Source: an optimization exercise on an open RTL-to-GDS flow (aim: small area). Production flows keep margins and buffers that such runs may drop.
At most, simulation tests tie the RTL to the original design; equivalence was not proved.
No functional check of the RTL was part of run 1.
No activity file was given, so power comes from the tool's default toggle rates.

==> flow/design.v (outline; a module is shown in full before it is edited, if it fits) <==
// module mc6809i: 2227 lines
module mc6809i
#(
    parameter ILLEGAL_INSTRUCTIONS="GHOST"
)
(
    input   [7:0]  D,
    output  [7:0]  DOut,
    output  [15:0] ADDR,
    output  RnW,
    input   clk,
    output  BS,
    output  BA,
    input   nIRQ,
    input   nFIRQ,
    input   nNMI,
    output  AVMA,
    output  BUSY,
    output  LIC,
    input   nHALT,
    input   nRESET,
    input   nDMABREQ
);
  // ...
==> flow/flow/run.sh <==
#!/bin/bash
set -euo pipefail
W=$(pwd)
cat > "$W/my_synth.tcl" <<EOT
proc abc {args} {
  set i [lsearch \$args -script]
  if {\$i >= 0} { lset args [expr {\$i+1}] $W/flow/abc_area2.script }
  yosys abc {*}\$args
}
source $W/synth_recipe.tcl
EOT
sed "s|SYNTH_SCRIPT=[^ ]*|SYNTH_SCRIPT=$W/my_synth.tcl|" standard.sh > my_standard.sh
grep -q "SYNTH_SCRIPT=$W/my_synth.tcl" my_standard.sh
bash my_standard.sh > flow_make.log 2>&1
==> flow/flow/abc_area2.script <==
strash
ifraig
dc2
drw
drf
dc2
dch -f
amap
strash
dc2
drw
dch -f
amap
strash
dc2
dch -f
amap
topo
==> flow/standard.sh <==
#!/bin/bash
# synth_recipe.tcl (not shown) runs the flow's synth.tcl, then flattens the netlist and writes it again
# the make line also repeats each setting of config.mk as NAME=value (left out here)
make -C /OpenROAD-flow-scripts/flow DESIGN_CONFIG=/design/flow/config.mk WORK_HOME=/design/flow/orfs CLKGATE_MAP_FILE= SYNTH_SCRIPT=/design/flow/synth_recipe.tcl "${@:-finish}"
==> flow/config.mk <==
export PLATFORM = sky130hd
export DESIGN_NAME = mc6809i
export DESIGN_NICKNAME = mc6809i
export VERILOG_FILES = /design/flow/design.v
export SDC_FILE = /design/flow/constraint.sdc
export NUM_CORES = 4
export LEC_CHECK = 0
export ABC_AREA = 1
export CAP_MARGIN = 20
export CORE_MARGIN = 2
export CORE_UTILIZATION = 40
export CTS_BUF_LIST = sky130_fd_sc_hd__clkbuf_8
export GPL_TIMING_DRIVEN = 0
export PLACE_DENSITY = 0.55
export SLEW_MARGIN = 20
==> flow/constraint.sdc <==
create_clock -name core_clock -period 24.0 [get_ports {clk}]
set_input_delay 4.8000 -clock core_clock [delete_from_list [all_inputs] [get_ports {clk}]]
set_output_delay 4.8000 -clock core_clock [all_outputs]
set_load 0.01 [all_outputs]
==> flow_metrics.tcl, run 1 <==
set metrics [dict create \
    core_area_sq_um 38800 \
    grt_pass1_wl_um 132000 \
    worst_pin_slew_ps 1360 \
    postCtsHoldBufs 0 \
    status "no timing/DRC/antenna violations" \
    whs_path_depth 0 \
    gp_congestion 1.06 \
    gr-max-usage-layer "met1" \
    final_antenna_net_count 0 \
    grt_pass1_vias 18500 \
    clock_cell_area_share 0.0231 \
    synth_fa_ha_area_frac 0.0384 \
    initial_utilization 0.408 \
    worstSetupPathType "reg -> reg" \
    crit_family "adder cells" \
    finalHoldViolCount 0 \
    finalWorstSetupSlack_ps 3470 \
    critPathMaxStageDelay_ps 830 \
    critPathLaunchType "flop" \
    powerComb_mw 2.38 \
    grtUsageMet3 0.161 \
    met2_wirelength_um 36900 \
    p_clk_mw 0.233 \
    first_iter_violations 3960 \
    sh_seq_area 0.278 \
    cpMostUsedCell "fa_1" \
    yosys.area.top_type "edfxtp_1" \
    nFlopsAndLatches 171 \
    yosys_warnings 1 \
    antenna_found_initial 1 \
    place_worst_setup_slack_ps 3180 \
    grt-ovfl-total 0 \
    drive_gt1_frac 0.0429 \
    cts_tree "done" \
    cpMaxStageDelayCell "a31oi_1" \
]
==> inputs of run 2 (changes only) <==
--- a/flow/design.v
+++ b/flow/design.v
@@ -805,17 +805,31 @@
 wire    IsSpecialImmediate =  IsSpecialImm(Inst1);
 wire    [2:0] ALU16Reg     =  ALU16RegFromInst(InstPage2, InstPage3, Inst1);
 wire    ALU16OpWriteback;
 wire    [2:0]  ALU16Opcode;
 assign  {ALU16OpWriteback, ALU16Opcode}    =  ALU16OpFromInst(InstPage2, InstPage3, Inst1);
 wire    IsALU16Opcode  =  (ALU16Opcode != 3'b111);
 wire    [4:0] ALU8Op = {Inst1[7], Inst1[3:0]};
 wire    ALU8Writeback = (ALU8Op != ALUOP_CMP) && (ALU8Op != ALUOP_TST) && (ALU8Op != ALUOP_BIT);
-wire    [2:0] AddrModeType = addressing_mode_type(Inst1);
+wire    [3:0] ih = Inst1[7:4];
+wire    [3:0] il = Inst1[3:0];
+wire    [2:0] AddrModeType =
+    (ih == 4'h0 || ih == 4'h9 || ih == 4'hD) ? TYPE_DIRECT :
+    (ih == 4'h6 || ih == 4'hA || ih == 4'hE) ? TYPE_INDEXED :
+    (ih == 4'h7 || ih == 4'hB || ih == 4'hF) ? TYPE_EXTENDED :
+    (ih == 4'h4 || ih == 4'h5) ? TYPE_INHERENT :
+    (ih == 4'h2) ? TYPE_RELATIVE :
+    (ih == 4'hC) ? TYPE_IMMEDIATE :
+    (ih == 4'h8) ? ((il == 4'h7 || il == 4'hF) ? TYPE_INVALID : (il == 4'hD) ? TYPE_RELATIVE : TYPE_IMMEDIATE) :
+    (ih == 4'h1) ? ((il == 4'h2 || il == 4'h3 || il == 4'h9 || il == 4'hD) ? TYPE_INHERENT :
+                    (il == 4'h6 || il == 4'h7) ? TYPE_RELATIVE :
+                    (il == 4'hA || il == 4'hC || il == 4'hE || il == 4'hF) ? TYPE_IMMEDIATE : TYPE_INVALID) :
+            ((il[3:2] == 2'b00) ? TYPE_INDEXED : (il[3:2] == 2'b01) ? TYPE_IMMEDIATE :
+                    (il == 4'h8 || il == 4'hE) ? TYPE_INVALID : TYPE_INHERENT);
 wire    Is8BitInst     =  IsALU8Set0(Inst1) | IsALU8Set1(Inst1);
 wire    IsTargetRegA   =  IsRegA(Inst1);
 wire    TakeBranch     =  take_branch(Inst1, cc);
 wire    InstIsJMP      =  IsJMP(Inst1);
 function [3:0] code16(input [2:0] r);    
 begin
     case (r)
         3'd0: code16 = RC_X;
@@ -1878,22 +1892,21 @@
             ALUOP_NEG: begin rb = RB_ZERO; ysel = xdsel ? Y_SD : (acode == RC_A) ? Y_SA : Y_SB; xdsel = 1'b0; iy = 1'b1; cin = 1'b1; end
             ALUOP_DEC: begin iy = 1'b1; end
             ALUOP_INC: begin cin = 1'b1; end
             ALUOP_SUB, ALUOP_CMP: begin iy = 1'b1; cin = 1'b1; end
             ALUOP_SBC: begin iy = 1'b1; cin = ~cc[CC_C_BIT]; end
             ALUOP_ADC: begin cin = cc[CC_C_BIT]; end
             default: begin end
         endcase
-        case (aop)
-            ALUOP_NEG, ALUOP_DEC, ALUOP_INC, ALUOP_SUB, ALUOP_CMP, ALUOP_SBC, ALUOP_ADC, ALUOP_ADD:
-                rsel = RS_ADD;
-            default:
-                rsel = RS_L;
-        endcase
+        if ((aop == ALUOP_NEG) | (aop == ALUOP_DEC) | (aop == ALUOP_INC) | (aop == ALUOP_SUB) |
+            (aop == ALUOP_CMP) | (aop == ALUOP_SBC) | (aop == ALUOP_ADC) | (aop == ALUOP_ADD))
+            rsel = RS_ADD;
+        else
+            rsel = RS_L;
     end
 end
 reg [15:0] RB;
 always @(*)
 begin
     case (rb)
         {1'b0, RC_D}:  RB = {a, b};
         {1'b0, RC_X}:  RB = x;
==> flow/flow/run.sh (replaced) <==
#!/bin/bash
# The standard layout (standard.sh), with two changes:
#  - synthesis maps the logic with a stronger area-oriented ABC script
#    (flow/abc_area2.script); everything else in synthesis (yosys synth with
#    -nofsm -noshare, flattening, renaming, registers) is the standard flow's own script;
#  - clock tree synthesis uses clkbuf_8 and no dummy loads;
#  - the port buffers are buf_1 cells.
set -euo pipefail
W=$(pwd)
cat > "$W/my_synth.tcl" <<EOT
proc abc {args} {
  set i [lsearch \$args -script]
  if {\$i >= 0} { lset args [expr {\$i+1}] $W/flow/abc_area2.script }
  yosys abc {*}\$args
}
source $W/synth_recipe.tcl
EOT
sed "s|SYNTH_SCRIPT=[^ ]*|SYNTH_SCRIPT=$W/my_synth.tcl|" standard.sh > my_standard.sh
grep -q "SYNTH_SCRIPT=$W/my_synth.tcl" my_standard.sh
export CTS_ARGS="-sink_clustering_enable -repair_clock_nets -buf_list sky130_fd_sc_hd__clkbuf_8 -dont_use_dummy_load"
export BUFFER_PORTS_ARGS="-buffer_cell sky130_fd_sc_hd__buf_1"
bash my_standard.sh > flow_make.log 2>&1
==> flow_metrics.tcl, run 2 <==
set metrics [dict create \
    status "no timing/DRC/antenna violations" \
    worstSetupPathType "reg -> reg" \
    cts-buffers-inserted 17 \
    fp-row-count 72 \
    synth_cells 2155 \
    synth_mux_area_frac 0 \
    finalHoldViolCount 0 \
    fillerInstances 4120 \
    period_minus_slack_ps 21840 \
    placed_cell_area_sq_um 16800 \
    critPathMaxStageDelay_ps 880 \
    drtPass1Iterations 9 \
    syn_nets 2208 \
    dp_hpwl_um 77100 \
    synth_edf_count 150 \
    final_cells 2763 \
    synth_compound_area_frac 0.318 \
    grt-ovfl-total 0 \
    drv_slew 0 \
    cpMostUsedCell "fa_1" \
    drc_errors 0 \
    syn_to_final_growth_pct 9.54 \
    synth_top_area_frac 0.288 \
    grt_pass1_wl_um 134000 \
    arrival_ps 22330 \
    final_common_cell "nor2_1" \
    cpMaxStageDelayCell "nor3_1" \
    required_ps 24490 \
    viasPerCell 7.42 \
    grt_pass1_vias 18300 \
    worst_setup_path_end_kind "flop" \
    nNetsFinal 2300 \
    cts_resized 0 \
    syn_avg_cell_area_sq_um 7.25 \
    synth_area_leaders "edfxtp_1, nor2_1, clkinv_1, o22ai_1, o21ai_0" \
    die_x_um 202 \
    synthFlopType "edfxtp_1" \
    synth_fa_ha_area_frac 0.0381 \
    wl_per_cell_um 35.0 \
    tns_ps 0 \
    dieArea_sq_um 40600 \
    antenna_found_initial 2 \
    grt_max_degree 29 \
    grt_usage 0.464 \
    finalCritPeriodShare 0.910 \
    most-common-layout-cells "nor2_1, clkinv_1, nand2_1" \
    synthTopCellsByCount "nor2_1, clkinv_1, o21ai_0" \
    synth_area_sq_um 15600 \
    relSlewSlack 0.132 \
    skew_ps 35.9 \
    initial_utilization 0.405 \
    stdcell_area_sq_um 17100 \
    async_flop_share 0 \
    maxCapViolCount 0 \
    min_path_type "reg -> reg" \
    post_cts_buffers 0 \
    synth-simple-area-share 0.257 \
    finalSetupViolations 0 \
    holdWs_ps 334 \
    root_buffer "clkbuf_8" \
    cts.sinks 168 \
    core_area_sq_um 38600 \
    clkTransAtPathRegs_ps 90 \
    p_per_area_nw_per_um2 182 \
    port_buffers 44 \
    synth_cell_types 53 \
    critPathLaunchType "flop" \
    ys_seq_area_frac 0.311 \
    fmax_mhz 45.8 \
    die_height_um 202 \
    via_count 20500 \
    htreeDepth 4 \
    yosys_warnings 1 \
    synth_top_family_by_area "compound AO/OA/AOI/OAI gates" \
    clk_latency_ps 580 \
    synth_xor_area_frac 0 \
    diodes 0 \
    synth_seq_cells 168 \
    cp_max_fo 15 \
    worst_pin_slew_ps 1290 \
    crit_family "adder cells" \
    grt_setup_unrepaired "false" \
    clockBufferDepth 2 \
    leakagePower_nw 5.47 \
    final_antenna_net_count 0 \
    gp_congestion 1.13 \
    wl_um 96800 \
    yosysMostFrequentCell "nor2_1" \
    num_io_pins 45 \
    yosys.area.top_type "edfxtp_1" \
    cts_tree "done" \
    drive_gt1_frac 0.0365 \
    first_iter_violations 4170 \
    ir_worst_vdd_mv 0.162 \
    dp.cells 2745 \
    worst-path-buf-inv 10 \
    postCtsHoldBufs 0 \
]
==> run 2: power by group <==
group | total, mW | leakage, nW | switching [mW] | internal, mW
clock | 0.179 | 0.122 | 0.116 | 0.0626
combinational | 2.22 | 3.81 | 1.62 | 0.599
sequential | 0.715 | 1.54 | 0.117 | 0.598
==> run 2: path summary, 6_finish.rpt <==
path                    start     endpoint  slack [ps]  cells after the start
hold reg to reg   FIRQSample2  FIRQLatched         330                      0
setup / recovery     Inst1[1]   NMILatched        2160                     54
hold / removal    FIRQSample2  FIRQLatched         330                      0
setup reg to reg     Inst1[1]   NMILatched        2160                     54
==> run 2: layout make-up <==
cell class	count	area, sq um	area share
Clock buffer	17	234	0.0137
Inverter	311	1170	0.0682
Multi-Input combinational cell	1676	9770	0.571
Sequential cell	168	4870	0.284
Tap cell	518	648	0.0379
Timing Repair Buffer	73	428	0.0250
==> run 2: through the flow <==
stage | setup WS [ps] | power, mW | utilization
finish | 2160 | 3.12 | 0.444
global route | 1970 | 3.18 | 0.444
CTS | 3500 | 2.95 | 0.443
detailed placement | 2990 | 2.77 | 0.437
global placement | 2280 | 2.68 | 0.426
floorplan | 7920 | 1.86 | -
==> run 2: kinds of logic after synthesis <==
logic type / count (synthesis)
fa+ha+maj: 38
buf+inv: 311
flops: 168
compound gates: 725
simple gates: 913
==> run 2: worst register-to-register path: cells and delay by family (launching register included) <==
family | cells | cell delay, ps
AOI/OAI and AO/OA | 15 | 4730
adders and majority gates | 16 | 7220
buffers and inverters | 10 | 3440
DFF | 1 | 750
and+or+nand+nor | 13 | 5610
==> run 2: routing by layer <==
layer,vias to the layer above,GRT usage,part of all wire
met2,1922,0.633,0.39
met3,340,0.195,0.17
met4,0,0.204,0.052
met1,9824,0.634,0.39
met5,-,0,0
li1,8413,-,-
==> inputs of run 3 (changes only) <==
==> flow/flow/run.sh (replaced) <==
#!/bin/bash
# The standard layout (standard.sh), with two changes:
#  - synthesis maps the logic with a stronger area-oriented ABC script
#    (flow/abc_area2.script); everything else in synthesis (yosys synth with
#    -nofsm -noshare, flattening, renaming, registers) is the standard flow's own script;
#  - clock tree synthesis uses clkbuf_8 and no dummy loads.
set -euo pipefail
W=$(pwd)
cat > "$W/my_synth.tcl" <<EOT
proc abc {args} {
  set i [lsearch \$args -script]
  if {\$i >= 0} { lset args [expr {\$i+1}] $W/flow/abc_area2.script }
  yosys abc {*}\$args
}
source $W/synth_recipe.tcl
EOT
sed "s|SYNTH_SCRIPT=[^ ]*|SYNTH_SCRIPT=$W/my_synth.tcl|" standard.sh > my_standard.sh
grep -q "SYNTH_SCRIPT=$W/my_synth.tcl" my_standard.sh
export CTS_ARGS="-sink_clustering_enable -repair_clock_nets -buf_list sky130_fd_sc_hd__clkbuf_8 -dont_use_dummy_load"
bash my_standard.sh > flow_make.log 2>&1
==> flow_metrics.tcl, run 3 <==
set metrics [dict create \
    first_iter_violations 4405 \
    yosys.area.top_type "edfxtp_1" \
    num_io_pins 45 \
    multi_input_comb_area_sq_um 9760 \
    final_antenna_net_count 0 \
    grt_pass1_wl_um 136000 \
    synth_cell_types 53 \
    maxCapViolCount 0 \
    worstSetupPathType "reg -> reg" \
    synthFlopType "edfxtp_1" \
    clock_power_share 0.056 \
    post_cts_buffers 0 \
    grt-ovfl-total 0 \
    syn_avg_cell_area_sq_um 7.25 \
    cp-startpoint "st[5]" \
    clk_latency_ps 590 \
    grt_setup_unrepaired "false" \
    reg2regPathDepth 50 \
    postCtsHoldBufs 0 \
    final_cells 2763 \
    viasPerCell 7.44 \
    clkTransAtPathRegs_ps 110 \
    antenna_found_initial 4 \
    p_sw_mw 1.87 \
    required_ps 24480 \
    final_common_cell "nor2_1" \
    port_buffers 44 \
    dr.max_layer_used "met5" \
    cts-buffers-inserted 17 \
    cts_tree "done" \
    grt_pass1_vias 18500 \
    min-delay-start "FIRQSample2" \
    worst_pin_slew_ps 1360 \
    arrival_ps 22180 \
    core_area_sq_um 38600 \
    ys_seq_area_frac 0.311 \
    met2_wirelength_um 37200 \
    crit_family "adder cells" \
    fillerInstances 4090 \
    most-common-layout-cells "nor2_1, clkinv_1, nand2_1" \
    drtPass1Iterations 10 \
    timing.rr.start "st[5]" \
    wl_um 97100 \
    worst-path-buf-inv 10 \
    fmax_mhz 46.1 \
    finalSetupViolations 0 \
    min_path_type "reg -> reg" \
    register_area_sq_um 4870 \
    p_comb_frac 0.721 \
    fp-row-count 72 \
    finalHoldViolCount 0 \
    syn_to_final_growth_pct 11.1 \
    nNetsFinal 2299 \
    cpMaxStageDelayCell "nor2_1" \
    cpMostUsedCell "fa_1" \
    wl_per_cell_um 35.1 \
    die_x_um 202 \
    via_count 20600 \
    grt_max_degree 29 \
    relSlewSlack 0.0937 \
    worst_setup_path_end_kind "flop" \
    yosysMostFrequentCell "nor2_1" \
    synth_top_area_frac 0.288 \
    ir_worst_vdd_mv 0.173 \
    wl_met1_um 36900 \
    p_per_area_nw_per_um2 183 \
    critPathLaunchType "flop" \
    clockBufferDepth 2 \
    synth_area_leaders "edfxtp_1, nor2_1, clkinv_1, o22ai_1, o21ai_0" \
    initial_utilization 0.405 \
    crit_cells 50 \
    drv_slew 0 \
    cts_resized 0 \
    die_height_um 202 \
    synth_seq_cells 168 \
    synth_area_sq_um 15600 \
    dp_hpwl_um 77200 \
    synthTopCellsByCount "nor2_1, clkinv_1, o21ai_0" \
    period_minus_slack_ps 21700 \
    tns_ps 0 \
    drive_gt1_frac 0.0357 \
    finalCritPeriodShare 0.904 \
    syn_nets 2208 \
    gp_congestion 1.12 \
    dieArea_sq_um 40600 \
    async_flop_share 0 \
    pwr-share-seq 0.223 \
    dp.cells 2743 \
    critPathMaxStageDelay_ps 1140 \
    root_buffer "clkbuf_8" \
    power.internal_mw 1.31 \
    cp_max_fo 22 \
    wl_met3_um 17300 \
    cts.sinks 168 \
    synth_cells 2155 \
    skew_ps 49.5 \
    synth_edf_count 150 \
    drc_errors 0 \
    swShare 0.588 \
    whs_path_depth 0 \
    htreeDepth 4 \
    status "no timing/DRC/antenna violations" \
    leakagePower_nw 5.58 \
    grt_usage 0.470 \
    yosys_warnings 1 \
]
-- run 3: cell counts after synthesis --
No cell type changed its count.
-- run 3: path summary, 6_finish.rpt --
path            endpoint  slack (ps)
min          FIRQLatched         340
max reg2reg   NMILatched        2300
min reg2reg  FIRQLatched         340
max           NMILatched        2300
-- run 3: layout make-up --
type	instances	area share
repair buffers	72	0.0388
multi-input cells	1676	0.562
well taps	518	0.0374
diodes	1	0.000144
clock buffers	17	0.0135
flip-flops and latches	168	0.280
inverters	311	0.0673
-- run 3: layer usage --
| metal | track usage | vias to the layer above |
|---|---|---|
| met3 | 0.209 | 366 |
| met5 | 0 | - |
| met2 | 0.632 | 2059 |
| met1 | 0.638 | 9724 |
| li1 | - | 8415 |
| met4 | 0.218 | 4 |
-- run 3: cells by family (layout without fill, tap and decap cells) --
logic type	after synthesis	count (layout)	synth area share
AO/OA/AOI/OAI	725	725	0.318
adder cells (fa/ha/maj)	38	38	0.0381
buffers and inverters	311	400	0.0747
flip-flops	168	168	0.311
other	0	1	0
AND/OR/NAND/NOR	913	913	0.257
-- run 3: power groups by stage --
| stage | registers (mW) | clock network [mW] | logic [mW] |
|---|---|---|---|
| 2_1_floorplan | 0.651 | 0 | 1.21 |
| 3_3_place_gp | 0.701 | 0 | 2.02 |
| 3_5_place_dp | 0.703 | 0 | 2.12 |
| 4_1_cts | 0.696 | 0.172 | 2.13 |
| 5_1_grt | 0.713 | 0.182 | 2.35 |
| 6_report | 0.709 | 0.178 | 2.29 |
-- run 3: metrics by stage --
step / instance area, sq um / setup WS (ps) / power [mW] / hold slack (ps) / utilization
final: 17400 / 2300 / 3.18 / 339 / 0.450
after detailed placement: 17100 / 2770 / 2.82 / 319 / 0.443
after global routing: 17400 / 2020 / 3.24 / 340 / 0.450
after floorplan: 15600 / 7920 / 1.86 / 310 / -
after global placement: 16700 / 2260 / 2.72 / 310 / 0.433
after CTS: 17300 / 3370 / 3.00 / 339 / 0.449
==> inputs of run 4 (changes only) <==
==> flow/flow/run.sh (replaced) <==
#!/bin/bash
# The standard layout (standard.sh), with two changes:
#  - synthesis maps the logic with a stronger area-oriented ABC script
#    (flow/abc_area2.script); everything else in synthesis (yosys synth with
#    -nofsm -noshare, flattening, renaming, registers) is the standard flow's own script;
#  - clock tree synthesis uses clkbuf_16 and no dummy loads.
set -euo pipefail
W=$(pwd)
cat > "$W/my_synth.tcl" <<EOT
proc abc {args} {
  set i [lsearch \$args -script]
  if {\$i >= 0} { lset args [expr {\$i+1}] $W/flow/abc_area2.script }
  yosys abc {*}\$args
}
source $W/synth_recipe.tcl
EOT
sed "s|SYNTH_SCRIPT=[^ ]*|SYNTH_SCRIPT=$W/my_synth.tcl|" standard.sh > my_standard.sh
grep -q "SYNTH_SCRIPT=$W/my_synth.tcl" my_standard.sh
export CTS_ARGS="-sink_clustering_enable -repair_clock_nets -buf_list sky130_fd_sc_hd__clkbuf_16 -dont_use_dummy_load"
bash my_standard.sh > flow_make.log 2>&1
==> flow/flow/abc_area2.script (replaced) <==
strash
ifraig
dc2
drw
drf
dc2
&get -n
&deepsyn -T 60
&put
dc2
drw
&get -n
&deepsyn -T 60
&put
dch -f
amap
strash
dc2
drw
dch -f
amap
strash
dc2
dch -f
amap
topo
--- a/flow/config.mk
+++ b/flow/config.mk
@@ -9,7 +9,6 @@
 export CAP_MARGIN = 20
 export CORE_MARGIN = 2
 export CORE_UTILIZATION = 40
-export CTS_BUF_LIST = sky130_fd_sc_hd__clkbuf_8
 export GPL_TIMING_DRIVEN = 0
 export PLACE_DENSITY = 0.55
 export SLEW_MARGIN = 20
==> flow_metrics.tcl, run 4 <==
set metrics [dict create \
    status "no timing/DRC/antenna violations" \
    final_cells 2537 \
    synth_top_area_frac 0.308 \
    drtPass1Iterations 19 \
    drv_slew 0 \
    synth_area_sq_um 14600 \
    cts_tree "done" \
    nNetsFinal 2128 \
    min_path_type "reg -> reg" \
    first_iter_violations 3984 \
    grt_pass1_vias 17300 \
    relSlewSlack 0.144 \
    skew_ps 55.3 \
    drive_gt1_frac 0.0386 \
    met2_wirelength_um 35400 \
    finalSetupViolations 0 \
    critPathMaxStageDelay_ps 1000 \
    dp.cells 2513 \
    total_power_mw 2.18 \
    core_area_sq_um 35700 \
    cts.sinks 168 \
    final_common_cell "nor2_1" \
    synth_seq_cells 168 \
    syn_avg_cell_area_sq_um 7.37 \
    wl_met1_um 33900 \
    p_per_area_nw_per_um2 132 \
    grt_setup_unrepaired "false" \
    grt_usage 0.468 \
    worst_pin_slew_ps 1270 \
    clk_latency_ps 490 \
    ys_seq_area_frac 0.333 \
    most-common-layout-cells "nor2_1, clkinv_1, edfxtp_1" \
    gp_congestion 1.06 \
    final_antenna_net_count 0 \
    stdcell_area_sq_um 16500 \
    drc_errors 0 \
    wl_per_cell_um 36.1 \
    grt_pass1_wl_um 127000 \
    leakagePower_nw 5.33 \
    grt_max_degree 25 \
    yosys_warnings 1 \
    required_ps 24400 \
    cts_resized 0 \
    critPathLaunchType "flop" \
    wl_um 91500 \
    die_x_um 195 \
    initial_utilization 0.409 \
    post_cts_buffers 0 \
    dieArea_sq_um 38100 \
    clockBufferDepth 2 \
    postCtsHoldBufs 0 \
    synth_cell_types 57 \
    syn_nets 2034 \
    num_io_pins 45 \
    grt-ovfl-total 0 \
    cpMaxStageDelayCell "nor4_1" \
    fmax_mhz 45.5 \
    synthFlopType "edfxtp_1" \
    viasPerCell 7.58 \
    cpMostUsedCell "fa_1" \
    worst_setup_path_end_kind "flop" \
    cts-buffers-inserted 17 \
    arrival_ps 22360 \
    maxCapViolCount 0 \
    async_flop_share 0 \
    clkTransAtPathRegs_ps 90 \
    finalCritPeriodShare 0.915 \
    yosysMostFrequentCell "nor2_1" \
    synth_edf_count 150 \
    finalHoldViolCount 0 \
    die_height_um 195 \
    antenna_found_initial 6 \
    dr.max_layer_used "met5" \
    placed_cell_area_sq_um 16000 \
    synthTopCellsByCount "nor2_1, clkinv_1, edfxtp_1" \
    via_count 19200 \
    tns_ps 0 \
    fp-row-count 69 \
    cp_max_fo 14 \
    syn_to_final_growth_pct 12.7 \
    worstSetupPathType "reg -> reg" \
    port_buffers 44 \
    dp_hpwl_um 70900 \
    htreeDepth 4 \
    ir_worst_vdd_mv 0.0744 \
    period_minus_slack_ps 21960 \
    yosys.area.top_type "edfxtp_1" \
    synth_area_leaders "edfxtp_1, nor2_1, clkinv_1, o22ai_1, a21oi_1" \
    wl_met3_um 16000 \
    root_buffer "clkbuf_16" \
    synth_cells 1981 \
]
run 4: power breakdown:
group / leakage [nW] / internal [mW] / switching (mW)
combinational: 3.58 / 0.352 / 0.945
clock: 0.210 / 0.124 / 0.124
sequential: 1.54 / 0.526 / 0.108
total: 5.33 / 1.00 / 1.18
run 4: cell type report:
class                           count  area (sq um)
Sequential cell                   168          4870
Multi-Input combinational cell   1530          8830
Fill cell                        3667         19300
Tap cell                          461           577
Inverter                          283          1060
Timing Repair Buffer               75           691
Antenna cell                        3          7.51
Clock buffer                       17           425
run 4: final timing paths:
| path | start | to | slack, ps | cells after the start |
|---|---|---|---|---|
| hold / removal | FIRQSample2 | FIRQLatched | 310 | 0 |
| setup / recovery | Inst1[3] | NMILatched | 2040 | 60 |
| hold reg to reg | FIRQSample2 | FIRQLatched | 310 | 0 |
| setup reg to reg | Inst1[3] | NMILatched | 2040 | 60 |
run 4: metal layers:
metal  vias to the layer above  GRT usage
met5                         -     0.0421
met4                        14      0.215
li1                       7702          -
met1                      9026      0.612
met2                      1994      0.652
met3                       488      0.212
run 4: critical path, delay by kind of cell (launching register included):
| family | cells | cell delay, ps |
|---|---|---|
| AOI/OAI and AO/OA | 14 | 5190 |
| adders and majority gates | 15 | 6730 |
| buffers and inverters | 10 | 3050 |
| DFF | 1 | 770 |
| and+or+nand+nor | 21 | 6130 |
run 4: stage by stage:
| step | hold slack, ps | util | worst slack [ps] |
|---|---|---|---|
| 2_1_floorplan | 310 | - | 7420 |
| 3_3_place_gp | 311 | 0.437 | 691 |
| 3_5_place_dp | 313 | 0.447 | 2540 |
| 4_1_cts | 312 | 0.459 | 3030 |
| 5_1_grt | 322 | 0.460 | 2090 |
| 6_report | 313 | 0.461 | 2040 |
run 4: logic make-up (layout without fill, tap and decap cells):
family | count (synthesis) | in the layout | synth area share
AND/OR/NAND/NOR | 818 | 818 | 0.240
AO/OA/AOI/OAI | 674 | 674 | 0.313
adder cells (fa/ha/maj) | 38 | 38 | 0.0408
buffers and inverters | 283 | 375 | 0.0727
other | 0 | 3 | 0
flip-flops | 168 | 168 | 0.333
==> inputs of run 5 (changes only) <==
--- a/flow/flow/run.sh
+++ b/flow/flow/run.sh
@@ -3,7 +3,8 @@
 #  - synthesis maps the logic with a stronger area-oriented ABC script
 #    (flow/abc_area2.script); everything else in synthesis (yosys synth with
 #    -nofsm -noshare, flattening, renaming, registers) is the standard flow's own script;
-#  - clock tree synthesis uses clkbuf_16 and no dummy loads.
+#  - clock tree synthesis uses clkbuf_16 and no dummy loads;
+#  - the port buffers are buf_1 cells.
 set -euo pipefail
 W=$(pwd)
 cat > "$W/my_synth.tcl" <<EOT
@@ -17,4 +18,5 @@
 sed "s|SYNTH_SCRIPT=[^ ]*|SYNTH_SCRIPT=$W/my_synth.tcl|" standard.sh > my_standard.sh
 grep -q "SYNTH_SCRIPT=$W/my_synth.tcl" my_standard.sh
 export CTS_ARGS="-sink_clustering_enable -repair_clock_nets -buf_list sky130_fd_sc_hd__clkbuf_16 -dont_use_dummy_load"
+export BUFFER_PORTS_ARGS="-buffer_cell sky130_fd_sc_hd__buf_1"
 bash my_standard.sh > flow_make.log 2>&1
==> flow_metrics.tcl, run 5 <==
set metrics [dict create \
    yosys.area.top_type "edfxtp_1" \
    drtPass1Iterations 10 \
    cp_max_fo 16 \
    p_comb_frac 0.593 \
    core_area_sq_um 35700 \
    clkTransAtPathRegs_ps 60 \
    finish.utilization 0.452 \
    htreeDepth 4 \
    gp_congestion 1.10 \
    most-common-layout-cells "nor2_1, clkinv_1, edfxtp_1" \
    initial_utilization 0.409 \
    synth_top_area_frac 0.308 \
    root_buffer "clkbuf_16" \
    critPathMaxStageDelay_ps 1040 \
    cp-startpoint "Inst1[3]" \
    period_minus_slack_ps 22110 \
    synth_seq_cells 168 \
    syn_nets 2034 \
    synthFlopType "edfxtp_1" \
    num_io_pins 45 \
    wl_um 89100 \
    ys_seq_area_frac 0.333 \
    fmax_mhz 45.2 \
    postCtsHoldBufs 0 \
    dieArea_sq_um 38100 \
    register_area_sq_um 4870 \
    async_flop_share 0 \
    critPathLaunchType "flop" \
    yosysMostFrequentCell "nor2_1" \
    grt_pass1_vias 16900 \
    clk_latency_ps 480 \
    timing.rr.start "Inst1[3]" \
    cpMaxStageDelayCell "a2111oi_1" \
    grt_usage 0.457 \
    final_antenna_net_count 0 \
    pwr-share-seq 0.294 \
    syn_avg_cell_area_sq_um 7.37 \
    reg2regPathDepth 59 \
    port_buffers 44 \
    cts-buffers-inserted 17 \
    whs_path_depth 0 \
    via_count 18900 \
    grt_pass1_wl_um 124000 \
    antenna_found_initial 3 \
    swShare 0.544 \
    p_sw_mw 1.16 \
    grt_setup_unrepaired "false" \
    clock_power_share 0.113 \
    final_common_cell "nor2_1" \
    tns_ps 0 \
    reg2reg_to "NMILatched" \
    drive_gt1_frac 0.0381 \
    cts_tree "done" \
    status "no timing/DRC/antenna violations" \
    multi_input_comb_area_sq_um 8840 \
    nNetsFinal 2126 \
    arrival_ps 22480 \
    worstSetupPathType "reg -> reg" \
    grt_max_degree 25 \
    finalHoldViolCount 0 \
    cts_resized 0 \
    die_height_um 195 \
    clockBufferDepth 2 \
    min_path_type "reg -> reg" \
    r2r_setup_slack_ps 1890 \
    yosys_warnings 1 \
    cts.sinks 168 \
    synth_edf_count 150 \
    viasPerCell 7.45 \
    p_per_area_nw_per_um2 132 \
    relSlewSlack 0.119 \
    maxCapViolCount 0 \
    ir_worst_vdd_mv 0.0903 \
    grt-ovfl-total 0 \
    finalCritPeriodShare 0.921 \
    synthTopCellsByCount "nor2_1, clkinv_1, edfxtp_1" \
    wl_per_cell_um 35.1 \
    finalSetupViolations 0 \
    drc_errors 0 \
    first_iter_violations 3906 \
    fp-row-count 69 \
    cpMostUsedCell "fa_1" \
    holdWs_ps 330 \
    synth_area_sq_um 14600 \
    worst_pin_slew_ps 1310 \
    die_x_um 195 \
    syn_to_final_growth_pct 10.6 \
    skew_ps 35.3 \
    hold_end "IRQLatched" \
    min-delay-start "IRQSample2" \
    synth_cells 1981 \
    drv_slew 0 \
    post_cts_buffers 0 \
    dp_hpwl_um 69700 \
    synth_cell_types 57 \
    power.internal_mw 0.977 \
    required_ps 24370 \
    worst_setup_path_end_kind "flop" \
    synth_area_leaders "edfxtp_1, nor2_1, clkinv_1, o22ai_1, a21oi_1" \
    fillerInstances 3736 \
    leakagePower_nw 5.19 \
]
-- run 5: cell counts after synthesis --
Identical to the previous run, type by type.
-- run 5: kinds of logic after synthesis --
family | Yosys count | synth area share
adder cells (fa/ha/maj) | 38 | 0.0408
AND/OR/NAND/NOR | 818 | 0.240
flip-flops | 168 | 0.333
buffers and inverters | 283 | 0.0727
AO/OA/AOI/OAI | 674 | 0.313
-- run 5: critical path, delay by kind of cell, from the launching register on --
family                     cells  cell delay, ps
buffers and inverters          8            2620
DFF                            1             780
adders and majority gates     15            6770
AOI/OAI and AO/OA             15            6300
and+or+nand+nor               21            5540
-- run 5: power groups by stage --
stage / Sequential [mW] / Clock (mW) / Combinational, mW
global placement: 0.625 / 0 / 1.12
detailed placement: 0.625 / 0 / 1.17
finish: 0.630 / 0.242 / 1.27
CTS: 0.619 / 0.240 / 1.18
global route: 0.632 / 0.250 / 1.31
floorplan: 0.571 / 0 / 0.684
-- run 5: worst max-delay path by stage --
stage / end / cells after the start
after floorplan: NMILatched / 45
after global placement: NMILatched / 53
final: NMILatched / 59
after CTS: NMILatched / 59
after detailed placement: NMILatched / 59
after global routing: NMILatched / 59
-- run 5: cell type report --
type,instances,share of cell area
multi-input combinational,1530,0.547
sequential,168,0.301
inverter,283,0.0657
tap,461,0.0357
clock buffer,17,0.0263
timing repair buffer,73,0.0231
antenna,6,0.000929
-- run 5: through the flow --
stage                     setup slack, ps  cell area (sq um)  power (mW)  std cells
after floorplan                      7420              14600        1.26       1981
after global placement               1440              15300        1.75       2486
after detailed placement             3200              15700        1.80       2514
after CTS                            3150              16100        2.04       2531
after global routing                 1710              16100        2.19       2532
final                                1890              16200        2.14       2538
-- run 5: routing by layer --
metal | vias up | part of all wire | wire length [um] | global-route usage
met5 | - | 0 | 0 | 0
met4 | 0 | 0.057 | 5050 | 0.202
met3 | 374 | 0.17 | 15100 | 0.180
met2 | 1857 | 0.39 | 34700 | 0.632
met1 | 8975 | 0.38 | 34200 | 0.624
li1 | 7711 | - | - | -

==> static timing again, ports no longer ideal <==
No port has a modelled driver above. Below, the same layouts with a new extraction and two added sets of constraints. Step 1: set_driving_cell puts a clkbuf_16 on clk and a buf_2 on each other input, an assumption about the parent block. Step 2, shift: input delay + t, output delay - t, t = (earliest + latest rising clock arrival at the registers) / 2. This alone moves slack from input paths to output paths. Slacks: ideal ports / drivers / drivers and shift; pairs: ideal ports / drivers.
run	shift t [ns]	setup WS [ns]	latest minus earliest clock arrival (ns)	worst register clock-pin slew, ns
run 1	0.634	3.466 / 3.466 / 3.372	0.024 / 0.024	0.12 / 0.12
run 2	0.623	2.164 / 2.164 / 2.077	0.036 / 0.036	0.11 / 0.11
run 3	0.621	2.304 / 2.304 / 1.885	0.050 / 0.049	0.12 / 0.12
run 4	0.523	2.042 / 2.042 / 1.834	0.055 / 0.056	0.11 / 0.11
run 5	0.524	1.893 / 1.893 / 1.893	0.035 / 0.035	0.09 / 0.09
After both steps every run listed still meets setup and hold. The setup slack of run 3, which loses most, moves by 0.000 ns with the drivers and by -0.419 ns with both steps.
